What follows belongs to an exercise in optimizing a design on an open flow for small area, a short achievable clock period and few clock cycles; a production flow would make more cautious choices. At most, simulation tests tie the RTL to the original design; equivalence was not proved.

// cordicMagPh
module cordicMagPh
   #(parameter integer N        = 13,  
     parameter integer XY_WIDTH = 18)  
    (input  wire                           clk,
     input  wire                           reset,    
     input  wire                           st,       
     input  wire signed [XY_WIDTH - 1 : 0] xin,      
     input  wire signed [XY_WIDTH - 1 : 0] yin,      
     output reg                            rdy,      
     output wire        [XY_WIDTH - 1 : 0] mag,      
     output wire signed [XY_WIDTH + 1 : 0] ph);
Settings: LEC_CHECK=0, CAP_MARGIN=20, CORE_MARGIN=2, CORE_UTILIZATION=40, SETUP_SLACK_MARGIN=3.0, SLEW_MARGIN=20; clock period 8.0 ns.
run.sh (not shown) runs the stock make flow with config.mk's settings and CLKGATE_MAP_FILE= SYNTH_SCRIPT=/design/flow/synth_recipe.tcl, a recipe that flattens the netlist after the stock synthesis.
Then changed:
--- a/flow/config.mk
+++ b/flow/config.mk
@@ -10,3 +10,2 @@
 export CORE_UTILIZATION = 40
-export SETUP_SLACK_MARGIN = 3.0
 export SLEW_MARGIN = 20
Final cell count decreases by 4.2%; routed wire length decreases by 6.1%; worst setup slack gets worse by 1.2 ns; flip-flop and latch count stays the same; cell area falls by 8.9%; via count fell by 5.6%; non-clock buffer count shrinks by 89.
Function was not checked in any run of this note: the RTL went through the layout flow alone.

* * *

cordicMagPh, a different RTL version from the one above (not shown whole).
Size in the first run: about 78 I/O pins.
Settings: LEC_CHECK=0, ABC_AREA=1, CAP_MARGIN=20, CORE_MARGIN=2, CORE_UTILIZATION=40, SETUP_SLACK_MARGIN=2.5, SLEW_MARGIN=20; clock period 8.0 ns.
Testbench counts at the start, summed over its fixed seeds: cycles 192,000.
==> next run, changes <==
==> flow/flow/run.sh (new file) <==
#!/bin/bash
# The standard layout, with one change to synthesis: no adder cells are
# extracted (ADDER_MAP_FILE empty), so ABC maps the adders and carry-save
# trees from plain gates. Registers are mapped as in the standard synthesis.
set -euo pipefail
bash standard.sh ADDER_MAP_FILE= synth > synth.log 2>&1
bash standard.sh > layout.log 2>&1
==> flow/standard.sh (new file) <==
#!/bin/bash
# synth_recipe.tcl (not shown) runs the flow's synth.tcl, then flattens the netlist and writes it again
# the make line also repeats each setting of config.mk as NAME=value (left out here)
make -C /OpenROAD-flow-scripts/flow DESIGN_CONFIG=/design/flow/config.mk WORK_HOME=/design/flow/orfs CLKGATE_MAP_FILE= SYNTH_SCRIPT=/design/flow/synth_recipe.tcl "${@:-finish}"
--- a/flow/config.mk
+++ b/flow/config.mk
@@ -10,4 +10,4 @@
 export CORE_MARGIN = 2
 export CORE_UTILIZATION = 40
-export SETUP_SLACK_MARGIN = 2.5
+export SETUP_SLACK_MARGIN = 3.85
 export SLEW_MARGIN = 20
removed: flow/run.sh
=>
- via count rose by 37%
- global-route usage rose by 1.9 points
- core utilization fell by 1.1 points
- final cell count rose by 36%
==> next run, changes <==
--- a/flow/config.mk
+++ b/flow/config.mk
@@ -9,5 +9,6 @@
 export CAP_MARGIN = 20
 export CORE_MARGIN = 2
-export CORE_UTILIZATION = 40
-export SETUP_SLACK_MARGIN = 3.85
+export CORE_UTILIZATION = 60
+export CTS_BUF_LIST = sky130_fd_sc_hd__clkbuf_4 sky130_fd_sc_hd__clkbuf_8
+export SETUP_SLACK_MARGIN = 4.05
 export SLEW_MARGIN = 20
The changed run finished with timing, DRC and antenna clean.
Wire length shrinks by about 2.2%.
Cell count shrinks by about 4.5%.
Core utilization grows by 23 points.
Clock-buffer cell count shrinks by 1.
Setup slack improved by 0.18 ns.
First-iteration DRC count grows by 25%.

* * *

Setup of job 8426:
Starting RTL as in the previous note.
==> flow/config.mk <==
export PLATFORM = sky130hd
export DESIGN_NAME = cordicMagPh
export DESIGN_NICKNAME = cordicMagPh
export VERILOG_FILES = /design/flow/design.v
export SDC_FILE = /design/flow/constraint.sdc
export NUM_CORES = 4
export LEC_CHECK = 0
export ABC_AREA = 1
export CAP_MARGIN = 20
export CORE_MARGIN = 2
export CORE_UTILIZATION = 60
export CTS_BUF_LIST = sky130_fd_sc_hd__clkbuf_4 sky130_fd_sc_hd__clkbuf_8
export SETUP_SLACK_MARGIN = 4.1
export SLEW_MARGIN = 20
==> flow/constraint.sdc <==
create_clock -name core_clock -period 8.0 [get_ports {clk}]
set_input_delay 1.6000 -clock core_clock [delete_from_list [all_inputs] [get_ports {clk}]]
set_output_delay 1.6000 -clock core_clock [all_outputs]
set_load 0.01 [all_outputs]
standard.sh (not shown) runs the stock make flow with config.mk's settings and CLKGATE_MAP_FILE= SYNTH_SCRIPT=/design/flow/synth_recipe.tcl, a recipe that flattens the netlist after the stock synthesis.
==> flow/flow/run.sh <==
#!/bin/bash
# The standard layout with two changes:
#  * synthesis extracts no adder cells (ADDER_MAP_FILE empty), so ABC maps the
#    adders and carry-save trees from plain gates; registers are mapped exactly
#    as in the standard synthesis
#  * the port buffers are sky130_fd_sc_hd__buf_1 (the placer's repair still
#    resizes them where timing needs it); every port keeps its buffer
set -euo pipefail
bash standard.sh ADDER_MAP_FILE= synth > synth.log 2>&1
bash standard.sh "BUFFER_PORTS_ARGS=-buffer_cell sky130_fd_sc_hd__buf_1" > layout.log 2>&1
Testbench counts of job 8426, summed over its fixed seeds: cycles 192,000.
The following lists how job 6609 was set up differently from job 8426:
- SETUP_SLACK_MARGIN changed from 4.1 to 3.0
- CORE_UTILIZATION changed from 60 to 40
- CTS_BUF_LIST removed (was sky130_fd_sc_hd__clkbuf_4 sky130_fd_sc_hd__clkbuf_8)
==> flow/run.sh (new file) <==
#!/bin/bash
# synth_recipe.tcl (not shown) runs the flow's synth.tcl, then flattens the netlist and writes it again
# the make line also repeats each setting of config.mk as NAME=value (left out here)
make -C /OpenROAD-flow-scripts/flow DESIGN_CONFIG=/design/flow/config.mk WORK_HOME=/design/flow/orfs CLKGATE_MAP_FILE= SYNTH_SCRIPT=/design/flow/synth_recipe.tcl finish
removed: flow/flow/run.sh
removed: flow/standard.sh
- Per the comparison of job 6609 with job 8426, design area rose 1100 µm²; total number of cells along the worst setup path rose 9.
- Going from job 8426 to job 6609, detailed-route wire length per cell grew by more than 10%.
- Across both runs, final layout net count was lower for job 6609 than for job 8426.
- Of job 8426 and job 6609, the lower multi-input combinational area share belongs to job 6609.
- What job 8426 reported for routed wire length has to be multiplied by 0.907 to get the figure for job 6609.
- Delta (job 6609 minus job 8426): total standard cell area after synthesis now smaller; number of placed cells counting well taps saw a decrease; site row count picked up an extra 19%.
- Against job 8426, die area in job 6609 came out worse.
### job 6609 -> job 8137
- ABC_AREA removed (was 1)
==> flow/flow/run.sh (new file) <==
#!/bin/bash
# The standard layout, with one change to synthesis: no adder cells are
# extracted (ADDER_MAP_FILE empty), so ABC maps the adders and carry-save
# trees from plain gates. Registers are mapped as in the standard synthesis.
set -euo pipefail
bash standard.sh ADDER_MAP_FILE= synth > synth.log 2>&1
bash standard.sh > layout.log 2>&1
==> flow/standard.sh (new file) <==
#!/bin/bash
# synth_recipe.tcl (not shown) runs the flow's synth.tcl, then flattens the netlist and writes it again
# the make line also repeats each setting of config.mk as NAME=value (left out here)
make -C /OpenROAD-flow-scripts/flow DESIGN_CONFIG=/design/flow/config.mk WORK_HOME=/design/flow/orfs CLKGATE_MAP_FILE= SYNTH_SCRIPT=/design/flow/synth_recipe.tcl "${@:-finish}"
removed: flow/run.sh
### Flow results
- Per the comparison of job 8137 with job 6609, via count of the routed design +4852; total of cells resized after clock tree synthesis has increased; share of synthesized cell area in and, or, nand and nor gates up 8.1 points; period utilization shows an increase of 0.33 points.
- Run comparison: job 6609 most common cell after layout, fill and taps aside sky130_fd_sc_hd__inv_1; job 8137 most common cell after layout, fill and taps aside sky130_fd_sc_hd__xnor2_1
- Maximum fanout along the worst path for job 8137 is higher than for job 6609.

==> re-timing with driven ports <==
Ports are ideal in the flow. The routed layouts listed here were re-timed in OpenROAD.
Step 1 sets driving cells, clkbuf_16 on the clock port and buf_2 on the other inputs (assumed; they add their load-dependent delay and slew).
Step 2 moves the port delays by t, midway between the first and last clock arrival at a register: inputs arrive t later, outputs are due t later. That takes back most of the time a late clock gives input paths.
Three values: ideal, step 1, step 2; two values: the first two.
run	t (ns)	setup slack, ns	latest minus earliest clock arrival (ns)
the first run of note 1	0.400	2.706 / 2.706 / 2.706	0.013 / 0.013
the second run of note 1	0.400	1.467 / 1.467 / 1.467	0.014 / 0.014
the first run of note 2	0.400	2.696 / 2.696 / 2.407	0.010 / 0.010
the second run of note 2	0.406	3.959 / 3.909 / 3.670	0.007 / 0.008
the third run of note 2	0.415	4.142 / 4.114 / 3.748	0.016 / 0.015
job 8426	0.428	4.191 / 4.215 / 3.787	0.019 / 0.019
job 6609	0.400	3.121 / 3.112 / 2.711	0.013 / 0.013
job 8137	0.397	3.094 / 3.074 / 2.677	0.012 / 0.012
After both steps every run listed still meets setup and hold. The setup slack of job 8137, which loses most, moves by -0.020 ns with the drivers and by -0.417 ns with both steps.
